From an optimization exercise on the open Yosys and OpenROAD flow, aimed at small area and a short achievable clock period; shortcuts taken in it are not production practice.
Where RTL was checked, it was by simulation tests only, not by an equivalence proof against the original.

// fft_complex_compute
module fft_complex_compute #(
  parameter DATA_WIDTH = 32
) (
  input  logic clk,
  input  logic [DATA_WIDTH-1:0] x_N,
  input  logic [DATA_WIDTH-1:0] x_M,
  input  logic [DATA_WIDTH-1:0] w_N,
  output logic [DATA_WIDTH-1:0] y_N,
  output logic [DATA_WIDTH-1:0] y_M
);
For scale: about 3300 cells after synthesis, about 340 flip-flops, about 0.032 mm^2 of cells after synthesis.
==> flow/config.mk <==
export PLATFORM = sky130hd
export DESIGN_NAME = fft_complex_compute
export DESIGN_NICKNAME = fft_complex_compute
export VERILOG_FILES = /design/flow/design.v
export SDC_FILE = /design/flow/constraint.sdc
export NUM_CORES = 4
export LEC_CHECK = 0
export ABC_AREA = 1
export CAP_MARGIN = 20
export CORE_MARGIN = 2
export CORE_UTILIZATION = 40
export SETUP_SLACK_MARGIN = 5.0
export SLEW_MARGIN = 20
export SYNTH_HIERARCHICAL = 1
export SYNTH_MINIMUM_KEEP_SIZE = 0
==> flow/constraint.sdc <==
create_clock -name core_clock -period 8.0 [get_ports {clk}]
set_input_delay 1.6000 -clock core_clock [delete_from_list [all_inputs] [get_ports {clk}]]
set_output_delay 1.6000 -clock core_clock [all_outputs]
set_load 0.01 [all_outputs]
run.sh (not shown) runs the stock make flow with config.mk's settings and CLKGATE_MAP_FILE= SYNTH_SCRIPT=/design/flow/synth_recipe.tcl, a recipe that flattens the netlist after the stock synthesis.
The baseline completed with no timing, DRC or antenna violations.
Edit:
SETUP_SLACK_MARGIN = 4.5   (was 5.0)
Effect:
- hold slack improved by 0.0057 ns
- cell count goes down by 3.4%
- wire length goes down by about 17%
- critical path depth goes down by 5
- worst setup slack got worse by 0.16 ns
- die area is unchanged
Edit:
CORE_UTILIZATION = 60   (was 40)
PLACE_DENSITY = 0.7   (was unset)
Effect:
- register-to-register slack is worse by 0.03 ns
- clock-buffer cell count fell by 4
- maximum frequency fell by 0.91%
- global-route usage rose by 11 points
- worst setup slack is worse by 0.032 ns
- first-iteration DRC count fell by about 7%
- critical path depth rose by 3
Edit:
CORE_UTILIZATION = 40   (was 60)
CTS_BUF_LIST = sky130_fd_sc_hd__clkbuf_8   (was unset)
PLACE_DENSITY = unset   (was 0.7)
Result:
- routed wire length grows by 3.1%
- cell area grows by 2.6%
- register-to-register slack barely changes
- first-iteration DRC count grows by 10%
Edit:
CTS_BUF_LIST = unset   (was sky130_fd_sc_hd__clkbuf_8)
SETUP_SLACK_MARGIN = 4.7   (was 4.5)
=>
- non-clock buffer count climbs by 86
- cell area is higher by 6.2%
- cell count increases by 0.87%
- via count is higher by 2.2%
- register-to-register slack is better by 0.14 ns
- wire length rises by 5.7%
- flip-flop and latch count stays the same
- worst setup slack gains 0.14 ns
- worst hold slack improved by 0.010 ns
- global-route usage rises by 0.47 points
Edit:
SETUP_SLACK_MARGIN = 4.0   (was 4.7)
Result: Clock-buffer cell count does not change. Utilization drops by 4.1 points. Area after synthesis is unchanged. Hold slack stays flat. Critical path depth stays the same. Cell count drops by 3.0%. Via count drops by 4.5%. Worst setup slack is worse by 0.55 ns.

* * *

Another version of the RTL of fft_complex_compute (not shown whole).
Size in the first run: about 3000 cells after synthesis, roughly 340 flip-flops, ~160 I/O pins, roughly 0.031 sq mm of cells after synthesis.
==> flow/config.mk <==
export PLATFORM = sky130hd
export DESIGN_NAME = fft_complex_compute
export DESIGN_NICKNAME = fft_complex_compute
export VERILOG_FILES = /design/flow/design.v
export SDC_FILE = /design/flow/constraint.sdc
export NUM_CORES = 4
export LEC_CHECK = 0
export ABC_AREA = 1
export CAP_MARGIN = 20
export CORE_MARGIN = 2
export CORE_UTILIZATION = 40
export CTS_CLUSTER_DIAMETER = 120
export CTS_CLUSTER_SIZE = 20
export PLACE_DENSITY = 0.75
export SETUP_SLACK_MARGIN = 4.5
export SLEW_MARGIN = 20
export SYNTH_HIERARCHICAL = 1
export SYNTH_MINIMUM_KEEP_SIZE = 0
==> flow/constraint.sdc <==
create_clock -name core_clock -period 8.0 [get_ports {clk}]
set_input_delay 1.6000 -clock core_clock [delete_from_list [all_inputs] [get_ports {clk}]]
set_output_delay 1.6000 -clock core_clock [all_outputs]
set_load 0.01 [all_outputs]
standard.sh (not shown) runs the stock make flow with config.mk's settings and CLKGATE_MAP_FILE= SYNTH_SCRIPT=/design/flow/synth_recipe.tcl, a recipe that flattens the netlist after the stock synthesis.
==> flow/flow/run.sh <==
#!/bin/bash
# The standard layout (the standard.sh: ORFS synthesis through finish,
# unchanged), except that the port buffers that global placement inserts on
# every input and output are the platform's smallest buffer (buf_1) rather
# than the one buffer_ports picks by default.  Timing repair still resizes
# them where a path needs it.  The tools' output goes to standard.log.
set -euo pipefail
export BUFFER_PORTS_ARGS="-buffer_cell sky130_fd_sc_hd__buf_1"
bash standard.sh > standard.log 2>&1
Edit:
==> flow/run.sh (new file) <==
#!/bin/bash
# synth_recipe.tcl (not shown) runs the flow's synth.tcl, then flattens the netlist and writes it again
# the make line also repeats each setting of config.mk as NAME=value (left out here)
make -C /OpenROAD-flow-scripts/flow DESIGN_CONFIG=/design/flow/config.mk WORK_HOME=/design/flow/orfs CLKGATE_MAP_FILE= SYNTH_SCRIPT=/design/flow/synth_recipe.tcl finish
CTS_CLUSTER_DIAMETER = 150   (was 120)
CTS_CLUSTER_SIZE = 30   (was 20)
PLACE_DENSITY = not set   (was 0.75)
removed: flow/flow/run.sh
removed: flow/standard.sh
=>
- die area stays the same
- worst hold slack gains 0.0070 ns
- final area is higher by 1.7%
- sequential share of layout area is lower by 0.29 points
- wire length is lower by 0.38%
- non-clock buffer count is lower by 17
- synthesized cell count stays the same
- setup slack gains 0.060 ns
Edit:
==> flow/flow/run.sh (new file) <==
#!/bin/bash
# The standard layout (the standard.sh: ORFS synthesis through finish,
# unchanged), except that the port buffers that global placement inserts on
# every input and output are the platform's smallest buffer (buf_1) rather
# than the one buffer_ports picks by default.  Timing repair still resizes
# them where a path needs it.  The tools' output goes to standard.log.
set -euo pipefail
export BUFFER_PORTS_ARGS="-buffer_cell sky130_fd_sc_hd__buf_1"
bash standard.sh > standard.log 2>&1
==> flow/standard.sh (new file) <==
#!/bin/bash
# synth_recipe.tcl (not shown) runs the flow's synth.tcl, then flattens the netlist and writes it again
# the make line also repeats each setting of config.mk as NAME=value (left out here)
make -C /OpenROAD-flow-scripts/flow DESIGN_CONFIG=/design/flow/config.mk WORK_HOME=/design/flow/orfs CLKGATE_MAP_FILE= SYNTH_SCRIPT=/design/flow/synth_recipe.tcl "${@:-finish}"
CORE_UTILIZATION = 55   (was 40)
CTS_CLUSTER_DIAMETER = 120   (was 150)
CTS_CLUSTER_SIZE = 20   (was 30)
removed: flow/run.sh
Outcome: The new run finished with timing, DRC and antenna clean. Critical path depth is lower by 2. Fmax barely changes. Setup slack improved by 0.010 ns. Core utilization is higher by 15 points. Final area is lower by 3.4%. Via count is higher by 2.0%. Die area is lower by 27%.

* * *

Starting RTL as in the previous note.
## fft_complex_compute
module fft_complex_compute #(
  parameter DATA_WIDTH = 32
) (
  input  logic clk,
  input  logic [DATA_WIDTH-1:0] x_N,
  input  logic [DATA_WIDTH-1:0] x_M,
  input  logic [DATA_WIDTH-1:0] w_N,
  output logic [DATA_WIDTH-1:0] y_N,
  output logic [DATA_WIDTH-1:0] y_M
);
clock: 8.0 ns
lec_check: 0
abc_area: 1
cap_margin: 20
core_margin: 2
core_utilization: 40
cts_cluster_diameter: 120
cts_cluster_size: 20
setup_slack_margin: 4.5
slew_margin: 20
synth_hierarchical: 1
synth_minimum_keep_size: 0
tns_end_percent: 25
==> flow/flow/run.sh <==
#!/bin/bash
# The standard layout (the standard.sh: ORFS synthesis through finish,
# unchanged), except that the port buffers that global placement inserts on
# every input and output are the platform's smallest buffer (buf_1) rather
# than the one buffer_ports picks by default.  Timing repair still resizes
# them where a path needs it.  The tools' output goes to standard.log.
set -euo pipefail
export BUFFER_PORTS_ARGS="-buffer_cell sky130_fd_sc_hd__buf_1"
bash standard.sh > standard.log 2>&1
Change:
==> flow/run.sh (new file) <==
#!/bin/bash
# synth_recipe.tcl (not shown) runs the flow's synth.tcl, then flattens the netlist and writes it again
# the make line also repeats each setting of config.mk as NAME=value (left out here)
make -C /OpenROAD-flow-scripts/flow DESIGN_CONFIG=/design/flow/config.mk WORK_HOME=/design/flow/orfs CLKGATE_MAP_FILE= SYNTH_SCRIPT=/design/flow/synth_recipe.tcl finish
- CTS_CLUSTER_DIAMETER: 120 -> unset
- CTS_CLUSTER_SIZE: 20 -> unset
- TNS_END_PERCENT: 25 -> unset
removed: flow/flow/run.sh
removed: flow/standard.sh
Cell area climbs by 5.8%.
Clock skew is higher by 22 ps.
Via count is higher by 1.9%.
Worst hold slack gets worse by 6.9 ps.
Die area is unchanged.
Global-route usage goes up by 0.40 points.
Non-clock buffer count grows by 9.
Change:
==> flow/flow/run.sh (new file) <==
#!/bin/bash
# The standard layout (the standard.sh: ORFS synthesis through finish,
# unchanged), except that the port buffers that global placement inserts on
# every input and output are the platform's smallest buffer (buf_1) rather
# than the one buffer_ports picks by default.  Timing repair still resizes
# them where a path needs it.  The tools' output goes to standard.log.
set -euo pipefail
export BUFFER_PORTS_ARGS="-buffer_cell sky130_fd_sc_hd__buf_1"
bash standard.sh > standard.log 2>&1
==> flow/standard.sh (new file) <==
#!/bin/bash
# synth_recipe.tcl (not shown) runs the flow's synth.tcl, then flattens the netlist and writes it again
# the make line also repeats each setting of config.mk as NAME=value (left out here)
make -C /OpenROAD-flow-scripts/flow DESIGN_CONFIG=/design/flow/config.mk WORK_HOME=/design/flow/orfs CLKGATE_MAP_FILE= SYNTH_SCRIPT=/design/flow/synth_recipe.tcl "${@:-finish}"
removed: flow/run.sh
What happened:
- The new run produced a clean layout
- wire length is lower by 1.8%
- final area decreases by 3.3%
- clock skew shrinks by 22 ps
- non-clock buffer count went down by 3
- flip-flop and latch count is unchanged
- die area does not change
- first-iteration DRC count shrinks by 5.0%
Change:
- CTS_CLUSTER_DIAMETER: unset -> 120
- CTS_CLUSTER_SIZE: unset -> 20
- TNS_END_PERCENT: unset -> 5
What happened:
- routed wire length is lower by 1.2%
- critical path depth went down by 2
- core utilization shrinks by 1.4 points
- clock-buffer cell count is lower by 31
- cell area shrinks by about 3%
- clock skew is about the same

* * *

P:
Another version of the RTL of fft_complex_compute (not shown whole).
Size in the first run: about 3300 cells after synthesis, ~270 flip-flops.
## fft_complex_compute
module fft_complex_compute #(
  parameter DATA_WIDTH = 32
) (
  input  logic clk,
  input  logic [DATA_WIDTH-1:0] x_N,
  input  logic [DATA_WIDTH-1:0] x_M,
  input  logic [DATA_WIDTH-1:0] w_N,
  output logic [DATA_WIDTH-1:0] y_N,
  output logic [DATA_WIDTH-1:0] y_M
);
export LEC_CHECK = 0
export ABC_AREA = 1
export CAP_MARGIN = 20
export CORE_MARGIN = 2
export CORE_UTILIZATION = 40
export SETUP_SLACK_MARGIN = 3.5
export SLEW_MARGIN = 20
export SYNTH_HIERARCHICAL = 1
export SYNTH_MINIMUM_KEEP_SIZE = 0
create_clock -name core_clock -period 8.0 [get_ports {clk}]
run.sh (not shown) runs the stock make flow with config.mk's settings and CLKGATE_MAP_FILE= SYNTH_SCRIPT=/design/flow/synth_recipe.tcl, a recipe that flattens the netlist after the stock synthesis.
Stock flow here: none of the scripts above is used.
P finished every stage and its layout cleared the timing, DRC and antenna checks.
Setup changes, P to Q
Settings: a change of SETUP_SLACK_MARGIN from 3.5 to 4.2.
## What came out
- Q: all stages complete, timing, DRC and antenna checks passed
- Post-route fraction of the period consumed by the critical path in Q is 1.6 points below P.
- Q falls short of P in first-pass GRT wire length.
- Wire length after detailed routing grows by a few percent when moving from P to Q.
- Q: worst setup slack is 130 ps higher than what P reported.
- Number of antenna repair diodes sits lower in Q than in P.
- Compared with P, Q ends up with more cell area.
No run of this note included a check of the RTL's function; only the layout flow was run.

* * *

RTL: one of the versions met above, not the one the previous note started from.
Size in the first run: about 3000 cells after synthesis, about 340 flip-flops, about 160 I/O pins, roughly 31000 µm² of cells after synthesis.
export LEC_CHECK = 0
export ABC_AREA = 1
export CAP_MARGIN = 20
export CORE_MARGIN = 2
export CORE_UTILIZATION = 40
export CTS_CLUSTER_DIAMETER = 120
export CTS_CLUSTER_SIZE = 20
export GPL_ROUTABILITY_DRIVEN = 0
export SETUP_SLACK_MARGIN = 4.5
export SLEW_MARGIN = 20
export SYNTH_HIERARCHICAL = 1
export SYNTH_MINIMUM_KEEP_SIZE = 0
create_clock -name core_clock -period 8.0 [get_ports {clk}]
standard.sh (not shown) runs the stock make flow with config.mk's settings and CLKGATE_MAP_FILE= SYNTH_SCRIPT=/design/flow/synth_recipe.tcl, a recipe that flattens the netlist after the stock synthesis.
==> flow/flow/run.sh <==
#!/bin/bash
# The standard layout (the standard.sh: ORFS synthesis through finish,
# unchanged), except that the port buffers that global placement inserts on
# every input and output are the platform's smallest buffer (buf_1) rather
# than the one buffer_ports picks by default.  Timing repair still resizes
# them where a path needs it.  The tools' output goes to standard.log.
set -euo pipefail
export BUFFER_PORTS_ARGS="-buffer_cell sky130_fd_sc_hd__buf_1"
bash standard.sh > standard.log 2>&1
Change:
- GPL_ROUTABILITY_DRIVEN: 0 -> unset
Outcome: Non-clock buffer count is unchanged. Final area is unchanged. Worst hold slack is unchanged.

==> afterwards: timing with drivers on the ports <==
No port has a modelled driver above. Below, the same layouts with a new extraction and two added sets of constraints.
Step 1: set_driving_cell puts a clkbuf_16 on clk and a buf_2 on each other input, an assumption about the parent block.
Step 2 moves the port delays by t, midway between the first and last clock arrival at a register: inputs arrive t later, outputs are due t later. That takes back most of the time a late clock gives input paths.
Three values: ideal ports, drivers, drivers and shift; two values: the first two.
run | shift t [ns] | slack for setup (ns) | worst setup path at the end | latest minus earliest clock arrival (ns)
the first run of note 1 | 0.650 | 4.662 / 4.662 / 4.662 | register to register | 0.027 / 0.026
the second run of note 1 | 0.647 | 4.499 / 4.499 / 4.499 | register to register | 0.026 / 0.025
the third run of note 1 | 0.637 | 4.467 / 4.467 / 4.467 | register to register | 0.037 / 0.037
the fourth run of note 1 | 0.747 | 4.478 / 4.478 / 4.478 | register to register | 0.054 / 0.054
the fifth run of note 1 | 0.643 | 4.615 / 4.615 / 4.615 | register to register | 0.024 / 0.023
the sixth run of note 1 | 0.643 | 4.066 / 4.066 / 4.066 | register to register | 0.025 / 0.025
the first run of note 2 | 0.663 | 4.433 / 4.433 / 4.433 | register to register | 0.050 / 0.050
the second run of note 2 | 0.634 | 4.493 / 4.493 / 4.493 | register to register | 0.031 / 0.032
the third run of note 2 | 0.633 | 4.503 / 4.503 / 4.503 | register to register | 0.040 / 0.039
the first run of note 3 | 0.661 | 4.498 / 4.498 / 4.498 | register to register | 0.025 / 0.024
the second run of note 3 | 0.663 | 4.522 / 4.522 / 4.522 | register to register | 0.046 / 0.046
the third run of note 3 | 0.649 | 4.519 / 4.519 / 4.519 | register to register | 0.024 / 0.024
the fourth run of note 3 | 0.667 | 4.388 / 4.388 / 4.388 | register to register | 0.027 / 0.026
P | 0.639 | 3.513 / 3.513 / 3.513 | register to register | 0.036 / 0.036
Q | 0.639 | 3.639 / 3.639 / 3.639 | register to register | 0.028 / 0.027
the first run of note 5 | 0.673 | 4.540 / 4.540 / 4.540 | register to register | 0.024 / 0.023
the second run of note 5 | 0.673 | 4.540 / 4.540 / 4.540 | register to register | 0.024 / 0.023
After both steps every run listed still meets setup and hold.
